This design comes from an exercise in tuning for small area, a short achievable clock period and few clock cycles per item on the open sky130 flow, not from production work. Where RTL was checked, it was by simulation tests only, not by an equivalence proof against the original.

== exp/violet ==
// huffman
module huffman(clk, reset, gray_valid, gray_data, CNT_valid, CNT1, CNT2, CNT3, CNT4, CNT5, CNT6,
               code_valid, HC1, HC2, HC3, HC4, HC5, HC6, M1, M2, M3, M4, M5, M6);
For scale: roughly 1300 cells after synthesis, about 120 flip-flops, roughly 160 I/O pins.
clock: 4.0 ns
lec_check: 0
abc_area: 1
cap_margin: 20
core_margin: 2
core_utilization: 45
cts_buf_list: sky130_fd_sc_hd__clkbuf_8
setup_slack_margin: 1.55
slew_margin: 20
standard.sh (not shown) runs the stock make flow with config.mk's settings and CLKGATE_MAP_FILE= SYNTH_SCRIPT=/design/flow/synth_recipe.tcl, a recipe that flattens the netlist after the stock synthesis.
==> flow/flow/run.sh <==
#!/bin/bash
# The standard layout (the standard.sh, which runs ORFS with the standard
# synthesis), except that the port buffers are the platform's smallest
# buffer instead of the delay cell buffer_ports picks by default. Every port
# still gets its own buffer. make's full output goes to standard.log here;
# ORFS keeps each step's log under orfs/logs.
set -euo pipefail
bash standard.sh "BUFFER_PORTS_ARGS=-buffer_cell sky130_fd_sc_hd__buf_1" finish > standard.log 2>&1
Testbench counts of exp/violet, summed over its fixed seeds: cycles 21,888, images 192.
Edits applied to the flow inputs when going from exp/violet to exp/garnet:
- swapping 1.55 for 1.5 in SETUP_SLACK_MARGIN
- clearing ABC_AREA, which used to be 1
- swapping 45 for 50 in CORE_UTILIZATION
### Flow results
- exp/garnet ended with every stage complete and zero timing, DRC or antenna violations.
- exp/garnet vs exp/violet, instance count: exp/garnet lower
- Diff exp/violet -> exp/garnet: multi-input combinational gate total dropped 17%, worst setup slack moved down, worst hold margin rose by 0.010 ns.
Inputs modified between exp/garnet and exp/yarrow:
- ABC_AREA: unset -> 1
Notes after the runs:
- [compare] base=exp/garnet new=exp/yarrow: fraction of standard cell area that is sequential grew by 3.0 points, number of cells in the finished layout apart from fillers grew by 191, flip-flop and latch count held steady.
- Filler cell count (exp/yarrow vs. exp/garnet) increases by more than 10%
- For exp/garnet, the library cell contributing the largest single delay on the critical path was xor2_1, unlike exp/yarrow, where it was dfxtp_2.
- exp/yarrow against exp/garnet: number of instances in the synthesized netlist increased by 283 relative to the old numbers, synthesis-to-layout area growth fell 18 points.
Edits applied to the flow inputs when going from exp/yarrow to exp/willow:
- CORE_UTILIZATION now 55, was 50
Relative to exp/yarrow, the multi-input combinational cell area measured on exp/willow has decreased slightly.
Cmp exp/willow vs exp/yarrow: cell area reported after detailed placement lower in exp/willow
Compared with exp/yarrow, in exp/willow share of flip-flops with an asynchronous set or reset after synthesis flat, number of cells in the finished layout apart from fillers down 32, clock-buffer cell count down 13%, growth of design area from synthesis to finish down 1.6 points.
| final weighted congestion in routability-driven placement | higher: exp/yarrow |
Comparing exp/yarrow and exp/willow, met2 wire length is lower on exp/willow.

* * *

huffman, a different RTL version from the one above (not shown whole).
For scale: ~1000 cells after synthesis, about 130 flip-flops, about 160 I/O pins, ~8500 µm² of cells after synthesis.
export LEC_CHECK = 0
export CAP_MARGIN = 20
export CORE_MARGIN = 2
export CORE_UTILIZATION = 40
export SETUP_SLACK_MARGIN = 1.2
export SLEW_MARGIN = 20
create_clock -name core_clock -period 4.0 [get_ports {clk}]
run.sh (not shown) runs the stock make flow with config.mk's settings and CLKGATE_MAP_FILE= SYNTH_SCRIPT=/design/flow/synth_recipe.tcl, a recipe that flattens the netlist after the stock synthesis.
Stock flow here: none of the scripts above is used.
The baseline produced a clean layout.
Testbench counts at the start, summed over its fixed seeds: cycles 22,080, images 192.
Change:
- SETUP_SLACK_MARGIN: 1.2 -> 1.6
The new run finished with timing, DRC and antenna clean.
Wire length rises by 14%.
Via count rises by 10%.
Sequential share of layout area falls by 4.6 points.
Sequential cell count does not change.
Worst setup slack is worse by 0.028 ns.
Area after synthesis stays the same.
Utilization rises by 11 points.
Cell area rises by 20%.
Change:
- SETUP_SLACK_MARGIN: 1.6 -> unset
Outcome: Design area drops by 21%; routed wire length drops by 16%; via count drops by 12%; synthesized cell count stays the same; setup slack degrades by 0.63 ns; fmax drops by 19%; area after synthesis does not change; first-iteration DRC count climbs by 12%.

* * *

Another version of the RTL of huffman (not shown whole).
For scale: ~1300 cells after synthesis, about 8500 µm² of cells after synthesis.
Settings: LEC_CHECK=0, ABC_AREA=1, CAP_MARGIN=20, CORE_MARGIN=2, CORE_UTILIZATION=40, SETUP_SLACK_MARGIN=1.75, SLEW_MARGIN=20; clock period 4.0 ns.
standard.sh (not shown) runs the stock make flow with config.mk's settings and CLKGATE_MAP_FILE= SYNTH_SCRIPT=/design/flow/synth_recipe.tcl, a recipe that flattens the netlist after the stock synthesis.
Scripts as last shown in full above: flow/flow/run.sh
Testbench counts at the start, summed over its fixed seeds: cycles 22,080, images 192.
Edit:
--- a/flow/config.mk
+++ b/flow/config.mk
@@ -10,4 +10,4 @@
 export CORE_MARGIN = 2
 export CORE_UTILIZATION = 40
-export SETUP_SLACK_MARGIN = 1.75
+export SETUP_SLACK_MARGIN = 1.35
 export SLEW_MARGIN = 20
Effect: Area after synthesis is unchanged. Utilization came out lower by 6.6 points. Cell count came out lower by 5.3%.
Edit:
==> flow/run.sh (new file) <==
#!/bin/bash
# synth_recipe.tcl (not shown) runs the flow's synth.tcl, then flattens the netlist and writes it again
# the make line also repeats each setting of config.mk as NAME=value (left out here)
make -C /OpenROAD-flow-scripts/flow DESIGN_CONFIG=/design/flow/config.mk WORK_HOME=/design/flow/orfs CLKGATE_MAP_FILE= SYNTH_SCRIPT=/design/flow/synth_recipe.tcl finish
--- a/flow/config.mk
+++ b/flow/config.mk
@@ -10,4 +10,4 @@
 export CORE_MARGIN = 2
 export CORE_UTILIZATION = 40
-export SETUP_SLACK_MARGIN = 1.35
+export SETUP_SLACK_MARGIN = 1.75
 export SLEW_MARGIN = 20
removed: flow/flow/run.sh
removed: flow/standard.sh
After rerunning: Non-clock buffer count came out higher by 109. Final area increases by about a fifth. Core utilization grows by 10 points. Cell count increases by a few percent. Die area is unchanged. Via count came out higher by a little under a tenth.
Edit:
==> flow/flow/run.sh (new file) <==
#!/bin/bash
# The standard layout (the standard.sh, which runs ORFS with the standard
# synthesis), except that the port buffers are the platform's smallest
# buffer instead of the delay cell buffer_ports picks by default. Every port
# still gets its own buffer. make's full output goes to standard.log here;
# ORFS keeps each step's log under orfs/logs.
set -euo pipefail
bash standard.sh "BUFFER_PORTS_ARGS=-buffer_cell sky130_fd_sc_hd__buf_1" finish > standard.log 2>&1
==> flow/standard.sh (new file) <==
#!/bin/bash
# synth_recipe.tcl (not shown) runs the flow's synth.tcl, then flattens the netlist and writes it again
# the make line also repeats each setting of config.mk as NAME=value (left out here)
make -C /OpenROAD-flow-scripts/flow DESIGN_CONFIG=/design/flow/config.mk WORK_HOME=/design/flow/orfs CLKGATE_MAP_FILE= SYNTH_SCRIPT=/design/flow/synth_recipe.tcl "${@:-finish}"
--- a/flow/config.mk
+++ b/flow/config.mk
@@ -10,4 +10,5 @@
 export CORE_MARGIN = 2
 export CORE_UTILIZATION = 40
-export SETUP_SLACK_MARGIN = 1.75
+export SETUP_SLACK_MARGIN = 1.5
 export SLEW_MARGIN = 20
+export TNS_END_PERCENT = 10
removed: flow/run.sh
What happened: Global-route usage decreases by 1.9 points; clock-buffer cell count stays the same; synthesized cell count is unchanged; sequential share of layout area increases by 4.5 points; register-to-register slack got worse by 0.18 ns; final area decreases by about 18%.

* * *

Setup of tundra:
Starting RTL as in the previous note.
clock: 4.0 ns
lec_check: 0
abc_area: 1
cap_margin: 5
core_margin: 2
core_utilization: 40
setup_slack_margin: 1.5
slew_margin: 5
==> flow/flow/run.sh <==
#!/bin/bash
# The standard layout (the standard.sh, which runs ORFS with the standard
# synthesis), except that the port buffers are the platform's smallest
# buffer instead of the delay cell buffer_ports picks by default. Every port
# still gets its own buffer. make's full output goes to standard.log here;
# ORFS keeps each step's log under orfs/logs.
set -euo pipefail
bash standard.sh "BUFFER_PORTS_ARGS=-buffer_cell sky130_fd_sc_hd__buf_1" finish > standard.log 2>&1
tundra finished end to end and its layout was clean on timing, DRC and antenna.
Testbench counts of tundra, summed over its fixed seeds: cycles 22,080, images 192.
Setup changes, tundra to fjord
# tundra
export LEC_CHECK = 0
export ABC_AREA = 1
export CAP_MARGIN = 5
export CORE_MARGIN = 2
export CORE_UTILIZATION = 40
export SETUP_SLACK_MARGIN = 1.5
export SLEW_MARGIN = 5
create_clock -name core_clock -period 4.0 [get_ports {clk}]
# fjord
export LEC_CHECK = 0
export ABC_AREA = 1
export CAP_MARGIN = 20
export CORE_MARGIN = 2
export CORE_UTILIZATION = 40
export SETUP_SLACK_MARGIN = 1.4
export SLEW_MARGIN = 20
create_clock -name core_clock -period 4.0 [get_ports {clk}]
==> flow/run.sh (new file) <==
#!/bin/bash
# synth_recipe.tcl (not shown) runs the flow's synth.tcl, then flattens the netlist and writes it again
# the make line also repeats each setting of config.mk as NAME=value (left out here)
make -C /OpenROAD-flow-scripts/flow DESIGN_CONFIG=/design/flow/config.mk WORK_HOME=/design/flow/orfs CLKGATE_MAP_FILE= SYNTH_SCRIPT=/design/flow/synth_recipe.tcl finish
removed: flow/flow/run.sh
removed: flow/standard.sh
==> comparison <==
fjord reached the end of the flow, and the finished layout is clean on the timing, DRC and antenna checks.
Lower buffering overhead among fjord and tundra: tundra
Of the two values seen for kind of critical path, reg2out was produced by fjord and reg2reg by tundra.
First-pass GRT wire length for fjord: 2.2% up relative to tundra
tundra leaves more setup margin than fjord.
fjord against tundra: final area moved up, combined area of the multi-input logic cells moved up, sequential share of the synthesized area level.
What zinc does differently from fjord at the input level:
# fjord
export LEC_CHECK = 0
export ABC_AREA = 1
export CAP_MARGIN = 20
export CORE_MARGIN = 2
export CORE_UTILIZATION = 40
export SETUP_SLACK_MARGIN = 1.4
export SLEW_MARGIN = 20
create_clock -name core_clock -period 4.0 [get_ports {clk}]
# zinc
export LEC_CHECK = 0
export ABC_AREA = 1
export CAP_MARGIN = 20
export CORE_MARGIN = 2
export CORE_UTILIZATION = 40
export SETUP_SLACK_MARGIN = 1.6
export SLEW_MARGIN = 20
create_clock -name core_clock -period 4.0 [get_ports {clk}]
From fjord to zinc the numbers moved as follows: worst setup margin shows an increase of 180 ps; share of the final layout cell area in multi-input gates shows a reduction of 0.27 points.
A first element of the critical path of r[5][3] is what fjord shows, while r[6][3] belongs to zinc.
Input-level comparison between raven and zinc:
# zinc
export LEC_CHECK = 0
export ABC_AREA = 1
export CAP_MARGIN = 20
export CORE_MARGIN = 2
export CORE_UTILIZATION = 40
export SETUP_SLACK_MARGIN = 1.6
export SLEW_MARGIN = 20
create_clock -name core_clock -period 4.0 [get_ports {clk}]
# raven
export LEC_CHECK = 0
export ABC_AREA = 1
export CAP_MARGIN = 20
export CORE_MARGIN = 2
export CORE_UTILIZATION = 40
export SETUP_SLACK_MARGIN = 1.5
export SLEW_MARGIN = 20
create_clock -name core_clock -period 4.0 [get_ports {clk}]
==> flow/flow/run.sh (new file) <==
#!/bin/bash
# The standard layout (the standard.sh, which runs ORFS with the standard
# synthesis), except that the port buffers are the platform's smallest
# buffer instead of the delay cell buffer_ports picks by default. Every port
# still gets its own buffer. make's full output goes to standard.log here;
# ORFS keeps each step's log under orfs/logs.
set -euo pipefail
bash standard.sh "BUFFER_PORTS_ARGS=-buffer_cell sky130_fd_sc_hd__buf_1" finish > standard.log 2>&1
==> flow/standard.sh (new file) <==
#!/bin/bash
# synth_recipe.tcl (not shown) runs the flow's synth.tcl, then flattens the netlist and writes it again
# the make line also repeats each setting of config.mk as NAME=value (left out here)
make -C /OpenROAD-flow-scripts/flow DESIGN_CONFIG=/design/flow/config.mk WORK_HOME=/design/flow/orfs CLKGATE_MAP_FILE= SYNTH_SCRIPT=/design/flow/synth_recipe.tcl "${@:-finish}"
removed: flow/run.sh
Results
- A slowest cell on the critical path of clkdlybuf4s50_1 is what zinc shows, while dfrtp_2 belongs to raven.
- Changes observed in raven relative to zinc: relative slew slack decreased 21 points, count of non-CTS buffers in the layout decreased 44, post-route clock period utilization increased 1.3 points, global routing usage on met1 decreased 0.48 points, relative area change from synthesis to final layout decreased 15 points.
- raven has half-perimeter wire length of the detailed placement result below what zinc had.
- M6[2] as the end point of the critical path was reported by zinc, and m[3][0] by raven.
- Re worst setup slack after layout: raven is 53 ps down on zinc.

* * *

v18:
huffman, a different RTL version from the one above (not shown whole).
For scale: roughly 970 cells after synthesis.
clock: 4.0 ns
lec_check: 0
cap_margin: 20
core_margin: 2
core_utilization: 40
setup_slack_margin: 1.7
slew_margin: 20
run.sh (not shown) runs the stock make flow with config.mk's settings and CLKGATE_MAP_FILE= SYNTH_SCRIPT=/design/flow/synth_recipe.tcl, a recipe that flattens the netlist after the stock synthesis.
Stock flow here: none of the scripts above is used.
Setup changes, v18 to v31
Settings: changing SETUP_SLACK_MARGIN from 1.7 to 1.4.
==> summary.txt <==
v31 has completed all stages; timing, DRC and antenna checks passed.
Note that the count of vias placed by the detailed router recorded for v18 amounts to 1.06 times the value seen in v31.
Area of the multi-input gates in v31 vs v18: down 4.5%
| clock latency on the worst-skew pair | v31 vs v18 | ≈ equal |
Compared with v18, in v31 final layout net count decreased by about 3.7% relative to the old numbers; fraction of area in registers increased by 1.3 points relative to the old numbers; design area decreased by 6.6% relative to the old numbers; critical path depth decreased by 1 relative to the old numbers.
Function was not checked in any run of this note: the RTL went through the layout flow alone.

* * *

== rev 12 ==
Another version of the RTL of huffman (not shown whole).
Size: roughly 130 flip-flops, about 160 I/O pins, about 8600 sq um of cells after synthesis.
export LEC_CHECK = 0
export ABC_AREA = 1
export CAP_MARGIN = 20
export CORE_MARGIN = 2
export CORE_UTILIZATION = 40
export SETUP_SLACK_MARGIN = 1.65
export SLEW_MARGIN = 20
create_clock -name core_clock -period 4.0 [get_ports {clk}]
standard.sh (not shown) runs the stock make flow with config.mk's settings and CLKGATE_MAP_FILE= SYNTH_SCRIPT=/design/flow/synth_recipe.tcl, a recipe that flattens the netlist after the stock synthesis.
==> flow/flow/run.sh <==
#!/bin/bash
# The standard layout (the standard.sh, which runs ORFS with the standard
# synthesis), except that the port buffers are the platform's smallest
# buffer instead of the delay cell buffer_ports picks by default. Every port
# still gets its own buffer. make's full output goes to standard.log here;
# ORFS keeps each step's log under orfs/logs.
set -euo pipefail
bash standard.sh "BUFFER_PORTS_ARGS=-buffer_cell sky130_fd_sc_hd__buf_1" finish > standard.log 2>&1
> inputs changed (rev 12 -> rev 13)
Settings: SETUP_SLACK_MARGIN changed from 1.65 to 1.5.
Summary of rev 13 over rev 12: growth of design area from synthesis to finish fell by 4.7 points.
No run of this note included a check of the RTL's function; only the layout flow was run.

* * *

Another version of the RTL of huffman (not shown whole).
Size: roughly 1,100 cells after synthesis, roughly 160 I/O pins, about 8800 um^2 of cells after synthesis.
export LEC_CHECK = 0
export CAP_MARGIN = 20
export CORE_MARGIN = 2
export CORE_UTILIZATION = 40
export SETUP_SLACK_MARGIN = 1.55
export SLEW_MARGIN = 20
create_clock -name core_clock -period 4.0 [get_ports {clk}]
run.sh (not shown) runs the stock make flow with config.mk's settings and CLKGATE_MAP_FILE= SYNTH_SCRIPT=/design/flow/synth_recipe.tcl, a recipe that flattens the netlist after the stock synthesis.
Stock flow here: none of the scripts above is used.
The starting point produced a clean layout.
Change:
Settings changed: SETUP_SLACK_MARGIN 1.55 to 1.4.
Effect:
- worst setup slack got worse by 0.018 ns
- core utilization decreases by 5.6 points
- final area decreases by about 10%
- wire length decreases by about 8%
- hold slack got worse by 0.0087 ns
No run of this note included a check of the RTL's function; only the layout flow was run.

## what the ideal ports hide
No port has a modelled driver above. Below, the same layouts with a new extraction and two added sets of constraints.
Step 1: set_driving_cell puts a clkbuf_16 on clk and a buf_2 on each other input, an assumption about the parent block.
Step 2 adds t to the input delays and takes it off the output delays; t is the mean of the earliest and latest rising clock arrival at the registers after step 1. Input paths then give back, and output paths get back, about the clock's delay inside the block.
Slacks: ideal ports / drivers / drivers and shift; pairs: ideal ports / drivers.
run | t, ns | setup WS [ns] | hold WS [ns] | clock arrival spread, ns | worst slew at a driven data input, ns
exp/violet | 0.483 | 1.655 / 1.651 / 1.186 | 0.469 / 0.469 / 0.469 | 0.011 / 0.012 | 0.05
exp/garnet | 0.486 | 1.197 / 1.191 / 0.705 | 0.479 / 0.479 / 0.479 | 0.016 / 0.016 | 0.06
exp/yarrow | 0.486 | 1.624 / 1.594 / 1.195 | 0.470 / 0.470 / 0.470 | 0.009 / 0.009 | 0.04
exp/willow | 0.489 | 1.569 / 1.569 / 1.172 | 0.469 / 0.469 / 0.469 | 0.019 / 0.019 | 0.04
the first run of note 2 | 0.474 | 1.252 / 1.240 / 1.252 | 0.411 / 0.411 / 0.411 | 0.010 / 0.011 | 0.03
the second run of note 2 | 0.468 | 1.224 / 1.224 / 1.224 | 0.420 / 0.420 / 0.420 | 0.011 / 0.011 | 0.03
the third run of note 2 | 0.476 | 0.591 / 0.591 / 0.591 | 0.416 / 0.416 / 0.416 | 0.013 / 0.013 | 0.03
the first run of note 3 | 0.477 | 1.743 / 1.697 / 1.709 | 0.411 / 0.411 / 0.411 | 0.008 / 0.008 | 0.04
the second run of note 3 | 0.472 | 1.502 / 1.502 / 1.502 | 0.417 / 0.417 / 0.417 | 0.010 / 0.010 | 0.03
the third run of note 3 | 0.469 | 1.698 / 1.650 / 1.541 | 0.420 / 0.420 / 0.420 | 0.011 / 0.011 | 0.04
the fourth run of note 3 | 0.474 | 1.600 / 1.551 / 1.601 | 0.417 / 0.417 / 0.417 | 0.011 / 0.011 | 0.03
tundra | 0.474 | 1.590 / 1.580 / 1.590 | 0.417 / 0.417 / 0.417 | 0.010 / 0.011 | 0.03
fjord | 0.474 | 1.461 / 1.413 / 1.368 | 0.417 / 0.417 / 0.417 | 0.009 / 0.010 | 0.04
zinc | 0.469 | 1.643 / 1.592 / 1.558 | 0.420 / 0.420 / 0.420 | 0.012 / 0.012 | 0.04
raven | 0.474 | 1.590 / 1.580 / 1.590 | 0.417 / 0.417 / 0.417 | 0.010 / 0.011 | 0.03
v18 | 0.475 | 1.339 / 1.339 / 1.054 | 0.463 / 0.463 / 0.463 | 0.010 / 0.010 | 0.06
v31 | 0.465 | 1.342 / 1.342 / 1.111 | 0.465 / 0.465 / 0.465 | 0.007 / 0.008 | 0.03
rev 12 | 0.468 | 1.586 / 1.538 / 1.760 | 0.416 / 0.416 / 0.416 | 0.013 / 0.013 | 0.06
rev 13 | 0.468 | 1.549 / 1.502 / 1.623 | 0.416 / 0.416 / 0.416 | 0.014 / 0.014 | 0.06
the first run of note 7 | 0.478 | 1.448 / 1.399 / 1.360 | 0.437 / 0.437 / 0.437 | 0.007 / 0.007 | 0.03
the second run of note 7 | 0.468 | 1.431 / 1.386 / 1.234 | 0.429 / 0.429 / 0.429 | 0.019 / 0.020 | 0.03
After both steps setup and hold are still met in every run listed. For exp/garnet, which loses most, drivers alone change the setup slack by -0.006 ns; drivers and shift together by -0.492 ns.
